This is an optimization exercise on Yosys and OpenROAD, whose aim is small area, not a production implementation. In this exercise RTL edits were held to simulation tests only and were not proved equivalent to the original. No activity file was given, so power comes from the tool's default toggle rates.

==> flow/design.v (excerpt) <==
module iobus(
	input clk_sys,
	input rst,
	input rxd,
	output txd,
	output zg,
	input zw,
	input rcl,
	output dpa,
	input rs,
	input rf,
	input rok,
	input rpe,
	input rqb,
	input rpn,
	input [0:3] rnb,
	input [0:15] rad,
	input [0:15] rdt,
	output dw,
	output dr,
	output din,
	output dok,
	output den,
	output dpe,
	output dpn,
	output [0:3] dnb,
	output [0:15] dad,
	output [0:15] ddt,
	input [0:15] w,
	input [0:3] rotary_pos,
	input [0:9] indicators,
	output [0:3] rotary_out,
	output rotary_trig,
	output [0:15] keys,
	output keys_trig,
	output [0:3] fn,
	output fn_v,
	output fn_trig
);
For scale: roughly 570 cells after synthesis, about 220 flip-flops, roughly 0.0081 mm² of cells after synthesis.
==> flow/config.mk <==
export PLATFORM = sky130hd
export DESIGN_NAME = iobus
export DESIGN_NICKNAME = iobus
export VERILOG_FILES = /design/flow/design.v
export SDC_FILE = /design/flow/constraint.sdc
export NUM_CORES = 4
export LEC_CHECK = 0
export CAP_MARGIN = 20
export CORE_MARGIN = 2
export CORE_UTILIZATION = 40
export SLEW_MARGIN = 20
==> flow/constraint.sdc <==
create_clock -name core_clock -period 10.0 [get_ports {clk_sys}]
set_input_delay 2.0000 -clock core_clock [delete_from_list [all_inputs] [get_ports {clk_sys}]]
set_output_delay 2.0000 -clock core_clock [all_outputs]
set_load 0.01 [all_outputs]
standard.sh (not shown) runs the stock make flow with config.mk's settings and CLKGATE_MAP_FILE= SYNTH_SCRIPT=/design/flow/synth_recipe.tcl, a recipe that flattens the netlist after the stock synthesis.
==> flow/flow/run.sh <==
#!/bin/bash
# The standard layout (standard.sh) with these changes:
# - synthesis is ORFS's, run through standard.sh and synth_recipe.tcl (so without the fsm
#   and share passes, then flattened and renamed as standard.sh does), but ABC maps the
#   combinational logic with an area-oriented script: each flow/abc_*.script is tried in
#   place of ORFS's abc_speed.script, and the one giving the smallest synthesized area is
#   kept (ORFS's own script is the fallback if none of them completes). These syntheses
#   also leave adders to ABC instead of mapping them to the platform's adder cells first
#   (ADDER_MAP_FILE empty). Flip-flops are mapped before either step, so the registers,
#   their names and cell types are those of the standard synthesis;
# - every input and output port still gets its own buffer, but a buf_1 instead of the
#   larger cell buffer_ports picks by default;
# - clock tree synthesis adds no dummy loads and uses the clustering given below;
# - the platform's don't-use list is extended with the largest buffers, so that repairs
#   of high-fanout nets use several small buffers instead (DONT_USE_CELLS below repeats
#   the platform's list and adds these).
# Each make run's full output goes to a log in this folder (synth_*.log for the trial
# syntheses, standard.log for the final run); ORFS keeps its per-step logs under orfs/logs.
set -uo pipefail
here=$(pwd)
dont_use="sky130_fd_sc_hd__probe_p_8 sky130_fd_sc_hd__probec_p_8 sky130_fd_sc_hd__lpflow_bleeder_1 sky130_fd_sc_hd__lpflow_clkbufkapwr_1 sky130_fd_sc_hd__lpflow_clkbufkapwr_16 sky130_fd_sc_hd__lpflow_clkbufkapwr_2 sky130_fd_sc_hd__lpflow_clkbufkapwr_4 sky130_fd_sc_hd__lpflow_clkbufkapwr_8 sky130_fd_sc_hd__lpflow_clkinvkapwr_1 sky130_fd_sc_hd__lpflow_clkinvkapwr_16 sky130_fd_sc_hd__lpflow_clkinvkapwr_2 sky130_fd_sc_hd__lpflow_clkinvkapwr_4 sky130_fd_sc_hd__lpflow_clkinvkapwr_8 sky130_fd_sc_hd__lpflow_decapkapwr_12 sky130_fd_sc_hd__lpflow_decapkapwr_3 sky130_fd_sc_hd__lpflow_decapkapwr_4 sky130_fd_sc_hd__lpflow_decapkapwr_6 sky130_fd_sc_hd__lpflow_decapkapwr_8 sky130_fd_sc_hd__lpflow_inputiso0n_1 sky130_fd_sc_hd__lpflow_inputiso0p_1 sky130_fd_sc_hd__lpflow_inputiso1n_1 sky130_fd_sc_hd__lpflow_inputiso1p_1 sky130_fd_sc_hd__lpflow_inputisolatch_1 sky130_fd_sc_hd__lpflow_isobufsrc_1 sky130_fd_sc_hd__lpflow_isobufsrc_16 sky130_fd_sc_hd__lpflow_isobufsrc_2 sky130_fd_sc_hd__lpflow_isobufsrc_4 sky130_fd_sc_hd__lpflow_isobufsrc_8 sky130_fd_sc_hd__lpflow_isobufsrckapwr_16 sky130_fd_sc_hd__lpflow_lsbuf_lh_hl_isowell_tap_1 sky130_fd_sc_hd__lpflow_lsbuf_lh_hl_isowell_tap_2 sky130_fd_sc_hd__lpflow_lsbuf_lh_hl_isowell_tap_4 sky130_fd_sc_hd__lpflow_lsbuf_lh_isowell_4 sky130_fd_sc_hd__lpflow_lsbuf_lh_isowell_tap_1 sky130_fd_sc_hd__lpflow_lsbuf_lh_isowell_tap_2 sky130_fd_sc_hd__lpflow_lsbuf_lh_isowell_tap_4 sky130_fd_sc_hd__buf_6 sky130_fd_sc_hd__buf_8 sky130_fd_sc_hd__buf_12 sky130_fd_sc_hd__buf_16 sky130_fd_sc_hd__bufbuf_8 sky130_fd_sc_hd__bufbuf_16 sky130_fd_sc_hd__clkbuf_8 sky130_fd_sc_hd__clkbuf_16"
stat="$here/orfs/reports/sky130hd/iobus/base/synth_stat.txt"
best=""
best_area=""
for f in "$here"/flow/abc_*.script; do
  name=$(basename "$f" .script)
  dir="$here/scripts_$name"
  rm -rf "$dir" "$here/orfs"
  cp -r "$FLOW_HOME/scripts" "$dir"
  cp "$f" "$dir/abc_speed.script"
  if bash standard.sh SCRIPTS_DIR="$dir" ADDER_MAP_FILE= DONT_USE_CELLS="$dont_use" synth > "$here/synth_$name.log" 2>&1 && [[ -f "$stat" ]]; then
    area=$(awk '/Chip area for/ {print $NF}' "$stat" | head -1)
    echo "$name: $area" >> "$here/synth_areas.log"
    if [[ -z "$best" ]] || awk -v a="$area" -v b="$best_area" 'BEGIN {exit !(a < b)}'; then
      best="$dir"
      best_area="$area"
    fi
  else
    echo "$name: failed" >> "$here/synth_areas.log"
  fi
done
rm -rf "$here/orfs"
args=()
if [[ -n "$best" ]]; then
  args+=(SCRIPTS_DIR="$best" ADDER_MAP_FILE=)
fi
echo "chosen: ${best:-ORFS default}" >> "$here/synth_areas.log"
set -e
bash standard.sh ${args[@]+"${args[@]}"} DONT_USE_CELLS="$dont_use" \
  BUFFER_PORTS_ARGS="-buffer_cell sky130_fd_sc_hd__buf_1" \
  CTS_ARGS="-sink_clustering_enable -repair_clock_nets -dont_use_dummy_load -sink_clustering_size 10 -sink_clustering_max_diameter 50 -buf_list sky130_fd_sc_hd__clkbuf_4" \
  finish > "$here/standard.log" 2>&1
Other scripts of this flow, unchanged in this note and not shown: flow/flow/abc_s10.script, flow/flow/abc_t3.script, flow/flow/abc_t4.script, flow/flow/abc_t5.script
The baseline finished with timing, DRC and antenna clean.
Rerun with:
--- a/flow/design.v
+++ b/flow/design.v
@@ -157,66 +157,70 @@
 	reg ir, iw;
 	reg [4:0] ia1;
 	reg [15:0] ia2n;		 
 	reg [15:0] ia3;
 	reg [4:0] tcnt5;
 	wire [4:0] tcnt5_nx = {tcnt5[3:0], ~(tcnt5[4] ^ tcnt5[2])} | {5{tcnt5 == 5'b10000}};
 	wire timeout = &tcnt5;
 	wire zwzg = zw & zg_r;
 	always @ (posedge clk_sys) begin
 		if (rst) begin
 			zg_r <= 1'b0;
 		end else if (!zg_r) begin
-			if (m_rdy & (c_r | c_w | c_in)) begin
-				zg_r <= 1'b1;
-				ir <= c_r;
-				iw <= c_w;
-				ia1 <= ta1;
-				ia2n <= ta2n;
-				ia3 <= ta3;
-			end
+			if (m_rdy & (c_r | c_w | c_in)) zg_r <= 1'b1;
 		end else if (zw & (rok | timeout)) begin
 			zg_r <= 1'b0;
 		end
 	end
 	always @ (posedge clk_sys) begin
+		if (!zg_r) begin
+			ir <= c_r;
+			iw <= c_w;
+			ia1 <= ta1;
+			ia2n <= ta2n;
+			ia3 <= ta3;
+		end
+	end
+	always @ (posedge clk_sys) begin
 		if (rst | rok | !zwzg) tcnt5 <= 5'd0;
 		else tcnt5 <= tcnt5_nx;
 	end
 	assign zg = zg_r;
 	assign dr = zwzg & ir;
 	assign dw = zwzg & iw;
 	assign din = zwzg & ~ir & ~iw;
 	assign dpn = zwzg & ia1[4];
 	assign dnb = zwzg ? ia1[3:0] : 4'd0;
 	assign dad = ~(ia2n | {16{~zwzg}});
 	wire io_req = (rs | rf) & ~rad[15];
 	reg rsa, rsb;
 	reg [15:0] rddt;
 	wire resp_act = rsa | rsb;
 	always @ (posedge clk_sys) begin
 		if (rst) begin
 			rsa <= 1'b0;
 			rsb <= 1'b0;
 		end else if (!resp_act) begin
 			if (io_req & m_rdy & (c_ok | c_en)) begin
 				rsa <= c_ok;
 				rsb <= c_en | c_pe;
-				rddt <= ta3;
 			end
 		end else if (!io_req) begin
 			rsa <= 1'b0;
 			rsb <= 1'b0;
 		end
 	end
+	always @ (posedge clk_sys) begin
+		if (!resp_act) rddt <= ta3;
+	end
 	assign dok = rsa;
 	assign den = ~rsa & rsb;
 	assign dpe = rsa & rsb;
 	assign ddt = (zwzg ? ia3 : 16'd0) | (resp_act ? rddt : 16'd0);
 	reg [1:0] ena;
 	wire ena_cl = ~ena[1] & ena[0];
 	wire ena_cp = ena[1] & ~ena[0];
 	wire ena_bus = ena[1] & ena[0];
 	reg [7:0] enc_cmd;
 	always @ (*) begin
 		case ({rf, rs, dr, dw, din, rok, timeout, rpe})
 			8'b10000000 : enc_cmd = { 1'b1,  4'b0101,  3'b110 };
@@ -247,36 +251,38 @@
 			8'h20: bk_nx = 3'd4;
 			8'hae: bk_nx = 3'd6;
 			8'ha7: bk_nx = 3'd7;
 			default: bk_nx = send_req ? 3'd5 : 3'd0;
 		endcase
 	end
 	wire is_req = bk[2] & (bk[1] | bk[0]);
 	always @ (posedge clk_sys) begin
 		if (rst) begin
 			bst <= 2'd0;
 		end else begin
 			case (bst)
-				2'd0: if (send_req | send_resp) begin
-					bk <= bk_nx;
-					ba1 <= {rqb, rpn, rnb};
-					ba2 <= rad;
-					ba3 <= rdt;
-					bst <= 2'd1;
-				end
+				2'd0: if (send_req | send_resp) bst <= 2'd1;
 				2'd1, 2'd3: if (ena_bus) bst <= 2'd2;
 				default: if (!ena_bus && (is_req ? !send_req : !send_resp)) bst <= 2'd0;
 			endcase
 		end
 	end
+	always @ (posedge clk_sys) begin
+		if (bst == 2'd0) begin
+			bk <= bk_nx;
+			ba1 <= {rqb, rpn, rnb};
+			ba2 <= rad;
+			ba3 <= rdt;
+		end
+	end
 	reg [7:0] bcmd;
 	always @ (*) begin
 		case (bk)
 			3'd1: bcmd = 8'h10;
 			3'd2: bcmd = 8'h11;
 			3'd3: bcmd = 8'h18;
 			3'd4: bcmd = 8'h20;
 			3'd6: bcmd = 8'hae;
 			3'd7: bcmd = 8'ha7;
 			default: bcmd = 8'h00;
 		endcase
 	end
@@ -343,46 +349,50 @@
 	end
 	always @ (posedge clk_sys) begin
 		if (rst) begin
 			tp <= T_IDLE;
 			ena <= 2'b00;
 		end else begin
 			case (tp)
 				T_IDLE: if (trig_cl | trig_cp | trig_bus) begin
 					ena <= trig_cl ? 2'b01 : trig_cp ? 2'b10 : 2'b11;
 					tp <= T_LOAD;
 				end
 				T_LOAD: begin
-					sw <= w;
-					sind <= indicators;
-					srot <= rotary_pos;
 					idx <= 3'd0;
 					tp <= T_SEND;
 				end
 				T_SEND: begin
 					tp <= T_START;
 				end
 				T_RDY: begin
 					if (nlast) begin
 						ena <= 2'b00;
 						tp <= T_IDLE;
 					end else begin
 						idx <= nidx;
 						tp <= T_SEND;
 					end
 				end
 				default: if (tdiv_end) tp <= tp + 1'b1;	 
 			endcase
 		end
 	end
+	always @ (posedge clk_sys) begin
+		if (tp[3:1] == 3'b110) begin
+			sw <= w;
+			sind <= indicators;
+			srot <= rotary_pos;
+		end
+	end
 	wire [3:0] wsel = {~idx[0], tp[2:0]};
 	wire [15:0] s3 = {sind, 2'b00, srot};
 	wire b2, b3, c2, c3;
 	tx_sel16 SEL_B2(.d(ba2), .s(wsel), .y(b2));
 	tx_sel16 SEL_B3(.d(ba3), .s(wsel), .y(b3));
 	tx_sel16 SEL_C2(.d(sw), .s(wsel), .y(c2));
 	tx_sel16 SEL_C3(.d(s3), .s(wsel), .y(c3));
 	wire [7:0] cmdb = ena_bus ? bcmd : ena_cp ? 8'h13 : 8'h88;
 	wire [7:0] a1b = {2'b00, ba1};
 	wire k0, k1, ka0, wsel23;
 	tx_mux4 SEL_K0(.d(cmdb[3:0]), .s(tp[1:0]), .y(k0));
 	tx_mux4 SEL_K1(.d(cmdb[7:4]), .s(tp[1:0]), .y(k1));
After rerunning:
- via count is lower by 1.0%
- global-route usage is lower by 0.54 points
- register-to-register slack improved by 0.35 ns
- area after synthesis is unchanged
- power is higher by 7.9%
- sequential power is higher by about 6%
- die area stays the same
- combinational power is higher by 24%
- maximum frequency is lower by 2.6%

[separate check: timing with driven ports]
How much do the figures lean on ideal ports? The routed layouts below were timed once more, with nothing changed but the port constraints. Step 1: set_driving_cell puts a clkbuf_16 on clk_sys and a buf_2 on each other input, an assumption about the parent block. Step 2, shift: input delay + t, output delay - t, t = (earliest + latest rising clock arrival at the registers) / 2. This alone moves slack from input paths to output paths. Slacks: no drivers / after step 1 / after step 2; pairs: no drivers / after step 1.
| run | t, ns | setup slack, ns | worst register clock-pin slew, ns | worst data-port slew with drivers (ns) |
|---|---|---|---|---|
| the first run | 0.660 | 4.446 / 4.421 / 4.421 | 0.11 / 0.11 | 0.06 |
| the second run | 0.661 | 4.299 / 4.263 / 4.520 | 0.11 / 0.11 | 0.08 |
After both steps every run listed still meets setup and hold. The setup slack of the first run, which loses most, moves by -0.025 ns with the drivers and by -0.025 ns with both steps.
